Context: an optimization exercise on an open-source flow, tuned for small area. The choices shown serve that exercise and are no tape-out recipe. Function was checked by simulation only, so behaviour that the tests miss may differ from the original. Power figures rest on the tool's default switching activity, not on a simulated workload.

==> design.v <==
`timescale 1ns / 1ps
module Stopwatch_main(
    input clk,
    input wire rst,
    input wire start,
    input wire [1:0] mode,
    input wire [3:0] init_0,
    input wire [3:0] init_1,
    output [7:0] sseg,
    output [3:0] an
    );
    reg [3:0] e;
    reg [4:0] m;
    wire fast = e[1] & e[0];                           
    wire blk  = ~e[1] & e[0];                          
    wire step = blk & ~m[4] & m[3] & m[2] & m[1] & m[0];  
    always @(posedge clk) begin
        if (rst) e <= 4'd14;
        else     e <= e + 4'd1;
        if (rst)      m <= 5'd0;
        else if (blk) m <= (m[4] & m[3]) ? 5'd0 : m + 5'd1;
    end
    reg p, t, started, run;
    wire tick = t ^ (start & ~p);
    wire T_comp;
    always @(posedge clk) begin
        if (rst) begin
            p <= 1'b0;
            t <= 1'b0;
            started <= 1'b0;
        end else if (step) begin
            p <= start;
            t <= tick;
            started <= started | tick | T_comp;
        end
        if (step) run <= tick & ~T_comp;
    end
    reg q;
    reg [3:0] d0, d1, d2, d3;
    reg cu;                 
    wire up = ~mode[1];
    wire n0 = d0[3] & d0[0];
    wire n1 = d1[3] & d1[0];
    wire n2 = d2[3] & d2[0];
    wire n3 = d3[3] & d3[0];
    wire z0 = ~(d0[3] | d0[2] | d0[1] | d0[0]);
    wire z1 = ~(d1[3] | d1[2] | d1[1] | d1[0]);
    wire z2 = ~(d2[3] | d2[2] | d2[1] | d2[0]);
    wire z3 = ~(d3[3] | d3[2] | d3[1] | d3[0]);
    assign T_comp = q | (cu ? (n3 & n2 & n1 & d0[3])
                            : (z3 & z2 & z1 & ~d0[3] & ~d0[2] & ~d0[1]));
    wire c1 = up ? n0 : z0;
    wire c2 = c1 & (up ? n1 : z1);
    wire c3 = c2 & (up ? n2 : z2);
    wire c4 = c3 & (up ? n3 : z3);
    wire top  = q & d3[2] & d3[1] & d2[1] & d2[0] & d1[3] & d0[1] & d0[0];
    wire wrap = up ? top : (c4 & ~q);
    function [3:0] bump;
        input [3:0] d;
        input u;
        reg z;
        begin
            z = ~(d[3] | d[2] | d[1] | d[0]);
            bump[0] = ~d[0];
            bump[1] = u ? ((d[1] ^ d[0]) & ~d[3]) : (~(d[1] ^ d[0]) & (d[3] | d[2] | d[1]));
            bump[2] = u ? (d[2] ^ (d[1] & d[0])) : ((d[2] ^ (~d[1] & ~d[0])) & ~z);
            bump[3] = u ? ((d[2] & d[1] & d[0]) | (d[3] & ~d[0])) : (z | (d[3] & d[0]));
        end
    endfunction
    wire [3:0] s0 = wrap ? {1'b0, 1'b0, ~up, ~up} : bump(d0, up);
    wire [3:0] s1 = wrap ? {~up, 1'b0, 1'b0, 1'b0} : bump(d1, up);
    wire [3:0] s2 = wrap ? {1'b0, 1'b0, ~up, ~up} : bump(d2, up);
    wire [3:0] s3 = wrap ? {1'b0, ~up, ~up, 1'b0} : bump(d3, up);
    wire sq = q ^ c4 ^ (up & top);
    wire ia = init_0[3] & (init_0[2] | init_0[1]);           
    wire [3:0] ih = {init_0[3] & ~ia,
                     ia ? (init_0[2] & init_0[1]) : init_0[2],
                     init_0[1] ^ ia,
                     init_0[0]};                             
    wire [4:0] ik = {1'b0, init_1} + {4'd0, ia};             
    wire ibig = ik[4] | (ik[3] & (ik[2] | ik[1]));
    wire [3:0] ith = ibig ? ik[3:0] + 4'd6 : ik[3:0];
    wire iwrap = init_1[3] & init_1[2] & init_1[1] & init_1[0]
               & init_0[3] & init_0[2] & init_0[1];          
    wire [3:0] p0, p1, p2, p3;
    wire pq = mode[0] & ibig & ~iwrap;
    assign p3 = mode[0] ? (iwrap ? 4'd0 : ith)
                        : {mode[1], 2'b00, mode[1]};
    assign p2 = mode[0] ? (iwrap ? {3'd0, init_0[0]} : ih)
                        : {mode[1], 2'b00, mode[1]};
    assign p1 = mode[0] ? {3'd0, iwrap}
                        : {mode[1], 2'b00, mode[1]};
    assign p0 = mode[0] ? {1'b0, iwrap, iwrap, 1'b0}
                        : {mode[1], 2'b00, mode[1]};
    wire go  = step & (~started | run);
    wire ld  = ~started;
    wire ww  = ~started | wrap;
    wire e0 = go;
    wire e1 = go & (ww | c1);
    wire e2 = go & (ww | c2);
    wire e3 = go & (ww | c3);
    wire eq = go & (ww | c4);
    always @(posedge clk) begin
        if (rst) begin
            q <= 1'b0; d3 <= 4'd0; d2 <= 4'd0; d1 <= 4'd0; d0 <= 4'd0;
            cu <= 1'b1;
        end else begin
            if (step) cu <= up;
            if (e0) d0 <= ld ? p0 : s0;
            if (e1) d1 <= ld ? p1 : s1;
            if (e2) d2 <= ld ? p2 : s2;
            if (e3) d3 <= ld ? p3 : s3;
            if (eq) q  <= ld ? pq : sq;
        end
    end
    reg [3:0] dig;
    wire [1:0] nx = {e[3] ^ e[2], ~e[2]};    
    always @(posedge clk) begin
        if (rst) dig <= 4'd15;
        else if (fast) begin
            case (nx)
                2'd0: dig <= d0;
                2'd1: dig <= d1;
                2'd2: dig <= d2;
                2'd3: dig <= d3;
            endcase
        end
    end
    wire [6:0] seg;
    assign seg[0] = (dig[0]&dig[1]&dig[2]) | (~dig[1]&~dig[2]&~dig[3]);
    assign seg[1] = (dig[0]&dig[1]) | (dig[1]&~dig[2]) | (dig[0]&~dig[2]&~dig[3]);
    assign seg[2] = (dig[0]) | (~dig[1]&dig[2]);
    assign seg[3] = (dig[0]&~dig[1]&~dig[2]) | (~dig[0]&~dig[1]&dig[2]) | (dig[0]&dig[1]&dig[2]);
    assign seg[4] = (~dig[0]&dig[1]&~dig[2]) | (dig[1]&dig[3]);
    assign seg[5] = ~((~dig[0]&~dig[1]) | (~dig[2]) | (dig[0]&dig[1]&~dig[3]));
    assign seg[6] = (~dig[0]&~dig[1]&dig[2]) | (dig[1]&dig[3]) | (dig[0]&~dig[1]&~dig[2]&~dig[3]);
    wire dark = dig[1] & dig[3];
    assign an[0] = dark | ~(~e[3] & ~e[2]);
    assign an[1] = dark | ~(~e[3] &  e[2]);
    assign an[2] = dark | ~( e[3] & ~e[2]);
    assign an[3] = dark | ~( e[3] &  e[2]);
    assign sseg = {an[2], seg};
endmodule
==> run.sh <==
#!/bin/bash
# synth_recipe.tcl (not shown) runs the flow's synth.tcl, then flattens the netlist and writes it again
# the make line also repeats each setting of config.mk as NAME=value (left out here)
make -C /OpenROAD-flow-scripts/flow DESIGN_CONFIG=/design/flow/config.mk WORK_HOME=/design/flow/orfs CLKGATE_MAP_FILE= SYNTH_SCRIPT=/design/flow/synth_recipe.tcl finish
==> config.mk <==
export PLATFORM = sky130hd
export DESIGN_NAME = Stopwatch_main
export DESIGN_NICKNAME = Stopwatch_main
export VERILOG_FILES = /design/flow/design.v
export SDC_FILE = /design/flow/constraint.sdc
export NUM_CORES = 4
export LEC_CHECK = 0
export ABC_AREA = 1
export CAP_MARGIN = 20
export CORE_MARGIN = 2
export CORE_UTILIZATION = 40
export SLEW_MARGIN = 20
==> constraint.sdc <==
create_clock -name core_clock -period 12.0 [get_ports {clk}]
set_input_delay 2.4000 -clock core_clock [delete_from_list [all_inputs] [get_ports {clk}]]
set_output_delay 2.4000 -clock core_clock [all_outputs]
set_load 0.01 [all_outputs]
==> impl_results.md <==
- Main synth FF type: dfxtp_1
- Average size of a mapped cell: 6.31 µm²
- Bufs on Longest Clock Path: 2
- Comb power frac: 0.181
- Routed via count: roughly 2.7k
- Unique masters post-synth: 41
- Die area: approximately 7300 µm²
- DRC viols: 0
- Crit end category: register
- Final Wtd Congestion: 0.936
- Post-CTS sizing: 0
- GR Overflow Total: 0
- Worst Path Max Fanout: 19
- Post-DR vias/cell: 5.21
- P_int: 195 µW
- Yosys reg bits: 35
- Commonest non-fill, non-tap cell in the layout: nand2_1
- Rows: 29
- WS Path Type: in -> reg
- DR pass1 iterations: 5
- Power Total: 271 µW
- Total track usage: 0.202
- Final Setup Violations: 0
- Die width: 85.7 µm
- Post-Route Skew: 0.00654 ns
- Clock root buffer: clkbuf_8
- Core area: about 6400 µm²
- Final hold violations: 0
- Final Slew Violations: 0
- Share of layout cells above drive strength 1: 0.0563
- Slew headroom: 0.514
- Routed WL: 7.05 mm
- Leak: 0.00138 µW
- Tightest Hold Check Type: reg -> reg
- FFs w/ async S/R, synth: 0
- Maximum VDD drop: 0.0733 mV
- TritonCTS clock tree: yes
- Crit start category: input pin
- R2R Setup Slk: 9.32 ns
- Placed Area: 2940 µm²
- Mapped Nets: 452
- Register area share after synthesis: 0.266
- Initial antenna violation count: 0
- IO Port Bufs: 24
- Clock edge transition at the registers on the reported setup and hold paths: 0.08 ns
- Vias in the first global route: between 2k and 3k
- Most frequent cells in the layout: nand2_1 (107), inv_1 (52), nor2_1 (50)
- Area Growth Syn to Fin: 14.4%
- PwrDens: around 89 nW/µm²
- CTS buffer count: 5
- Worst path arrival time: between 5 and 6 ns
- Die H: ~86 µm
- 1st-iter DRT viols: 108
- Per-cell routed wire length: 13.5 µm
- CTS sink count: 35
- Switching fraction of total power: 0.280
- # diodes: 0
- Postcts setup bufs: 0
- Max Freq: ~180 MHz
- DP Wirelength: 5.48 mm
- Starting Density: 0.418
- Slew @ Worst Pin: between 0.7 and 0.8 ns
- Net load switching power: 75.8 µW
- Max-Cap Viols: 0
- Hold_buf cts: 0
- RSZ-0062 raised after global routing: false
- First-pass GRT wire length: 11.9 mm
- Clock Latency Late Sink: approximately 0.29 ns
- Final core occ: 0.478
- Final Cell Area: 3050 µm²
- I/O pin count: 25
- Clock power share: 0.364
- Setup Total Neg Slack: 0 ns
- Synthesized area: 2670 µm²
- Period minus WS final: 5.52 ns
- Fin crit share: 0.460
- Post-synth EDFFs: 1
- Mapped Cells: 423
- Final #Nets: 472
- Status: timing/DRC/antenna clean
- Sequential power share: 0.455
- CTS HTree Levels: 2
- Worst Path Required: around 12 ns
- Largest net degree at the start of global routing: 20
- Yosys warns: 1
- Antenna-violating nets left: 0
[layer usage]
| metal | up-vias | part of all wire | track usage |
|---|---|---|---|
| li1 | 1429 | - | - |
| met4 | 0 | 0.0088 | 0.0491 |
| met3 | 5 | 0.045 | 0.0318 |
| met2 | 68 | 0.44 | 0.314 |
| met5 | - | 0 | 0 |
| met1 | 1212 | 0.51 | 0.292 |
[power groups by stage]
stage | clock (µW) | combinational, µW | sequential, µW
after floorplan | 0 | 30.1 | 125
after global placement | 0 | 48.9 | 126
after detailed placement | 0 | 49.2 | 126
after CTS | 100 | 49.4 | 123
after global routing | 107 | 55.1 | 124
final | 98.7 | 49.1 | 123
[logic make-up after synthesis]
| logic type | Yosys count | share of synthesized area |
|---|---|---|
| AO/OA/AOI/OAI | 82 | 0.179 |
| adder cells (fa/ha/maj) | 16 | 0.0750 |
| flip-flops | 35 | 0.266 |
| buffers and inverters | 66 | 0.101 |
| AND/OR/NAND/NOR | 215 | 0.349 |
| XOR/XNOR | 9 | 0.0295 |
[final cells by class]
class	instances	area [µm²]
fill	676	3330
tap	77	96.3
sequential	35	711
timing repair buffer	24	240
clock inverter	2	13.8
clock buffer	6	93.8
inverter	55	210
multi-input combinational	322	1690
[synth_stat cells (2+ instances only)]
library cell	n	area, µm²
xor2_1	4	35.0
xnor2_1	5	43.8
ha_1	16	200
nand2_2	3	18.8
inv_1	52	195
clkbuf_1	2	7.51
a21oi_1	34	170
nor2_1	50	188
o21ai_0	26	130
nand2_1	107	402
nor3_1	8	40.0
o22ai_1	3	18.8
nand4_1	4	25.0
dfxtp_1	34	681
o21ai_1	2	10.0
o211ai_1	5	37.5
nand3_1	34	170
buf_2	3	15.0
clkbuf_2	3	15.0
o2111ai_1	4	35.0
nor2_2	4	25.0
[worst paths after layout]
check	from	endpoint	cells after the start
setup reg to reg	d2[0]	d3[1]	18
hold / removal	p	p	2
setup / recovery	mode[1]	d1[1]	17
hold reg to reg	p	p	2
[per-stage QoR]
stage	hold slack [ns]	worst slack (ns)	instances
4_1_cts	0.467	6.54	521
3_3_place_gp	0.443	6.38	513
5_1_grt	0.503	6.20	521
3_5_place_dp	0.454	6.24	513
2_1_floorplan	0.429	7.76	423
6_report	0.465	6.48	521
[critical path, stage by stage]
cell             delay [ns]
clkdlybuf4s50_1        0.94
inv_1                  0.41
o21ai_1                0.20
nand2_2                0.11
nor2_2                 0.21
nand3_1                0.12
inv_1                  0.07
ha_1                   0.13
nand2_1                0.14
inv_1                  0.20
nor2_1                 0.08
nand2_4                0.14
inv_4                  0.08
a21oi_4                0.21
o21ai_0                0.11
o21ai_0                0.08
nor2_1                 0.05
[registers in the layout (all words and copies together) (netlist names), 3 cells and up, named ones only]
| signal | count |
|---|---|
| e | 4 |
| d2 | 4 |
| m | 5 |
| d1 | 3 |
| dig | 4 |
| d3 | 4 |
| d0 | 4 |

static timing again, ports no longer ideal:
In the flow no input, the clock included, has a driving cell. The finished layout below was timed again as built, in two steps.
Step 1 (the two cells are an assumption about what drives the block):
set clk [get_ports {clk}]
set_driving_cell -lib_cell sky130_fd_sc_hd__clkbuf_16 $clk
set_driving_cell -lib_cell sky130_fd_sc_hd__buf_2 [delete_from_list [all_inputs] $clk]
Step 2 moves the port delays by t, midway between the first and last clock arrival at a register: inputs arrive t later, outputs are due t later. That takes back most of the time a late clock gives input paths.
Three values: no drivers, after step 1, after step 2; two values: the first two.
t (ns): 0.312
setup slack, ns: 6.479 / 6.484 / 6.171
worst hold slack (ns): 0.465 / 0.465 / 0.465
worst register clock-pin slew, ns: 0.08 / 0.08
pins driven straight from the clock port: 1
After both steps setup and hold are still met in this run. The setup slack of this run moves by +0.005 ns with the drivers and by -0.308 ns with both steps.
